Source: an optimization exercise on an open RTL-to-GDS flow (aim: small area, a short achievable clock period and few clock cycles per item). Production flows keep margins and buffers that such runs may drop.
RTL that was checked went through simulation tests only; none was proved equivalent to the original.
No driver is modelled on the clock port, so clock power and skew are understated where the tree is cut down; a real chip needs a root buffer or a tree.
Power figures rest on the tool's default switching activity, not on a simulated workload.

Design full_hash, start of the top module:
module full_hash (
    input wire clk
    ,input wire rst_n
    ,input wire start
    ,input wire [7:0] Byte
    ,input wire End_of_File
    ,input wire F_dr
    ,output wire [0:31] R_h
    ,output wire F_rtr
    ,output wire H_ready
);
Size in the first run: ~47 I/O pins, about 0.0035 mm² of cells after synthesis.
==> module full_hash, before the edit <==
module full_hash (
    input wire clk
    ,input wire rst_n
    ,input wire start
    ,input wire [7:0] Byte
    ,input wire End_of_File
    ,input wire F_dr
    ,output wire [0:31] R_h
    ,output wire F_rtr
    ,output wire H_ready
);
    reg  [31:4] g;         
    reg  [1:0]  x_row;     
    reg  [3:0]  x_hi;      
    reg  [3:0]  x_lo;      
    reg  [3:0]  s;         
    reg         v1;        
    reg         v2;        
    reg  [15:0] R_c;       
    reg         eof1;      
    reg         fin;       
    reg         fin2;      
    reg         done;      
    reg         init;      
    reg         rdy;       
    wire        xfer = F_dr & rdy;
    wire [15:0] count;
    genvar k;
    generate
        for (k = 0; k < 16; k = k + 1) begin : cnt
            if (k == 0) begin : b0
                assign count[k] = R_c[k] ^ v1;
            end else begin : bk
                assign count[k] = R_c[k] ^ (v1 & (&R_c[k-1:0]));
            end
        end
    endgenerate
    wire        count_zero = v1 ? (&R_c) : ~(|R_c);
    wire        start_now = start & count_zero;
    wire        hi_zero = (R_c[15:8] == 8'd0);
    wire [5:0]  m6_out;
    wire [5:0]  c6_lo, c6_hi;
    wire [3:0]  s_out;
    M6 modulo_m6 (.a(Byte), .b(m6_out));
    C6 modulo_c6_lo (.C6_in(count[7:0]), .C6_out(c6_lo));
    C6 modulo_c6_hi (.C6_in(R_c[15:8]), .C6_out(c6_hi));
    wire [5:0]  c6_sel = eof1 ? c6_hi : c6_lo;
    sbox modulo_sbox (.row(x_row), .col_hi(x_hi), .col_lo(x_lo), .out(s_out));
    wire sp01, sp02, sp03, sp12, sp13, sp23;
    assign sp01 = s[0] ^ s[1];
    assign sp02 = s[0] ^ s[2];
    assign sp03 = s[0] ^ s[3];
    assign sp12 = s[1] ^ s[2];
    assign sp13 = s[1] ^ s[3];
    assign sp23 = s[2] ^ s[3];
    wire [31:4] f;
    assign f[4] = g[26] ^ s[3];
    assign f[5] = g[27] ^ s[0];
    assign f[6] = g[24] ^ s[1];
    assign f[7] = ~(g[25] ^ s[2]);
    assign f[8] = g[31] ^ s[0];
    assign f[9] = g[28] ^ s[1];
    assign f[10] = ~(g[29] ^ s[2]);
    assign f[11] = g[30] ^ s[3];
    assign f[12] = g[5] ^ sp01;
    assign f[13] = ~(g[6] ^ sp12);
    assign f[14] = g[7] ^ sp23;
    assign f[15] = g[4] ^ sp03;
    assign f[16] = g[10] ^ sp01;
    assign f[17] = ~(g[11] ^ sp12);
    assign f[18] = g[8] ^ sp23;
    assign f[19] = g[9] ^ sp03;
    assign f[20] = g[15] ^ sp02;
    assign f[21] = ~(g[12] ^ sp13);
    assign f[22] = ~(g[13] ^ sp02);
    assign f[23] = g[14] ^ sp13;
    assign f[24] = g[16] ^ sp02;
    assign f[25] = g[17] ^ sp13;
    assign f[26] = g[18] ^ sp02;
    assign f[27] = g[19] ^ sp13;
    assign f[28] = ~(g[21] ^ sp03);
    assign f[29] = ~(g[22] ^ sp01);
    assign f[30] = g[23] ^ sp12;
    assign f[31] = g[20] ^ sp23;
    wire        fin_short = fin & hi_zero;
    wire        done_next = ~init & (done | fin_short | fin2);
    wire [31:4] g_fold = g ^ {20'd0, s & {4{fin2}} | {2'b00, fin_short, 1'b0}, s & {4{fin}}};
    always_ff @(posedge clk) begin
        x_row <= F_dr ? {m6_out[5], m6_out[0]} : {c6_sel[5], c6_sel[0]};
        x_hi  <= F_dr ? 4'b0001 << m6_out[4:3] : 4'b0001 << c6_sel[4:3];
        x_lo  <= F_dr ? 4'b0001 << m6_out[2:1] : 4'b0001 << c6_sel[2:1];
        s <= s_out;
    end
    always_ff @(posedge clk or negedge rst_n)
        if (!rst_n) begin
            v1   <= 1'b0;
            v2   <= 1'b0;
            R_c  <= 16'd0;
            eof1 <= 1'b0;
            fin  <= 1'b0;
            fin2 <= 1'b0;
            done <= 1'b0;
            init <= 1'b1;
        end else begin
            v1   <= xfer;
            v2   <= v1 & ~start_now;
            R_c  <= count;
            eof1 <= End_of_File & ~(eof1 | fin | fin2 | done);
            fin  <= eof1;
            fin2 <= fin & ~hi_zero;
            done <= done_next;
            init <= start_now;
        end
    always_ff @(posedge clk)
        g <= init ? 28'h10DC3AF : v2 ? f : g_fold;
    always_ff @(posedge clk)
        rdy <= ~rst_n | ~done_next;
    assign F_rtr = rdy;
    assign H_ready = done;
    assign R_h[3] = g[4];
    assign R_h[2] = g[5];
    assign R_h[1] = g[6];
    assign R_h[0] = g[7];
    assign R_h[7] = g[8];
    assign R_h[6] = g[9];
    assign R_h[5] = g[10];
    assign R_h[4] = g[11];
    assign R_h[11] = g[15];
    assign R_h[10] = g[12];
    assign R_h[9] = g[13];
    assign R_h[8] = g[14];
    assign R_h[15] = g[19];
    assign R_h[14] = g[16];
    assign R_h[13] = g[17];
    assign R_h[12] = g[18];
    assign R_h[19] = g[22];
    assign R_h[18] = g[23];
    assign R_h[17] = g[20];
    assign R_h[16] = g[21];
    assign R_h[23] = g[26];
    assign R_h[22] = g[27];
    assign R_h[21] = g[24];
    assign R_h[20] = g[25];
    assign R_h[27] = g[29];
    assign R_h[26] = g[30];
    assign R_h[25] = g[31];
    assign R_h[24] = g[28];
    assign R_h[31] = ~g[5];
    assign R_h[30] = g[6];
    assign R_h[29] = g[7];
    assign R_h[28] = g[4];
endmodule
export LEC_CHECK = 0
export CAP_MARGIN = 20
export CORE_MARGIN = 2
export CORE_UTILIZATION = 40
export PLACE_DENSITY = 0.6
export SETUP_SLACK_MARGIN = 3.2
export SLEW_MARGIN = 20
create_clock -name core_clock -period 5.0 [get_ports {clk}]
standard.sh (not shown) runs the stock make flow with config.mk's settings and CLKGATE_MAP_FILE= SYNTH_SCRIPT=/design/flow/synth_recipe.tcl, a recipe that flattens the netlist after the stock synthesis.
==> flow/flow/run.sh <==
#!/bin/bash
# Standard ORFS layout with two changes:
#  - the port buffers are buf_2 cells instead of the cell buffer_ports picks by
#    default (a slow delay buffer);
#  - after CTS, the clock tree is rebuilt with one level of buffers
#    (flow/post_cts.tcl): the clock port drives 3 clkbuf_16 cells, each
#    driving the registers of one slice of the core.
set -euo pipefail
export BUFFER_PORTS_ARGS="-buffer_cell sky130_fd_sc_hd__buf_2"
export POST_CTS_TCL="$PWD/flow/post_cts.tcl"
bash standard.sh > make.log 2>&1
Other scripts of this flow, unchanged in this note and not shown: flow/flow/post_cts.tcl
The baseline completed without violations.
Testbench counts at the start, summed over its fixed seeds: cycles 8,189, bytes 7,421.
Change:
--- a/flow/design.v
+++ b/flow/design.v
@@ -119,18 +119,8 @@
     reg         fin2;      
     reg         done;      
-    reg         init;      
+    reg         restart;   
     reg         rdy;       
     wire        xfer = F_dr & rdy;
-    wire [15:0] count;
-    genvar k;
-    generate
-        for (k = 0; k < 16; k = k + 1) begin : cnt
-            if (k == 0) begin : b0
-                assign count[k] = R_c[k] ^ v1;
-            end else begin : bk
-                assign count[k] = R_c[k] ^ (v1 & (&R_c[k-1:0]));
-            end
-        end
-    endgenerate
+    wire [15:0] count = R_c + {15'd0, v1};
     wire        count_zero = v1 ? (&R_c) : ~(|R_c);
     wire        start_now = start & count_zero;
@@ -181,5 +171,5 @@
     assign f[31] = g[20] ^ sp23;
     wire        fin_short = fin & hi_zero;
-    wire        done_next = ~init & (done | fin_short | fin2);
+    wire        done_next = ~restart & (done | fin_short | fin2);
     wire [31:4] g_fold = g ^ {20'd0, s & {4{fin2}} | {2'b00, fin_short, 1'b0}, s & {4{fin}}};
     always_ff @(posedge clk) begin
@@ -198,5 +188,5 @@
             fin2 <= 1'b0;
             done <= 1'b0;
-            init <= 1'b1;
+            restart <= 1'b0;
         end else begin
             v1   <= xfer;
@@ -207,8 +197,8 @@
             fin2 <= fin & ~hi_zero;
             done <= done_next;
-            init <= start_now;
+            restart <= start_now;
         end
     always_ff @(posedge clk)
-        g <= init ? 28'h10DC3AF : v2 ? f : g_fold;
+        g <= (~rst_n | restart) ? 28'h10DC3AF : v2 ? f : g_fold;
     always_ff @(posedge clk)
         rdy <= ~rst_n | ~done_next;
Outcome:
- setup slack is worse by 30 ps
- wire length grows slightly
- total power shrinks by roughly a tenth
- hold slack is worse by 30 ps
- area after synthesis is about the same
- global-route usage grows by 0.43 points
No functional check of the RTL was part of the second run of this note. In every run of this note, the design's own scripts or RTL, not TritonCTS, make the clock network.

static timing again, ports no longer ideal:
The results above use ideal ports. As a check the final layouts listed here were re-extracted and re-timed, cells and wires unchanged.
Step 1, drivers: a clkbuf_16 drives clk and a buf_2 each remaining input, both assumed.
Step 2 times the ports against the registers' clock, not the clock port: input delays grow and output delays shrink by t, the midpoint of the rising clock arrivals with the driver on.
a / b / c = ideal / step 1 / step 2; a / b = the first two.
| run | t, ns | setup WS [ns] | hold slack, ns | slew at the worst register clock pin (ns) | cell pins on the clock port's net |
|---|---|---|---|---|---|
| the first run | 0.212 | 3.295 / 3.232 / 3.170 | 0.530 / 0.530 / 0.530 | 0.09 / 0.09 | 3 |
| the second run | 0.209 | 3.265 / 3.243 / 3.113 | 0.500 / 0.500 / 0.500 | 0.09 / 0.09 | 3 |
After both steps setup and hold are still met in every run listed. The setup slack of the second run, which loses most, moves by -0.022 ns with the drivers and by -0.152 ns with both steps.
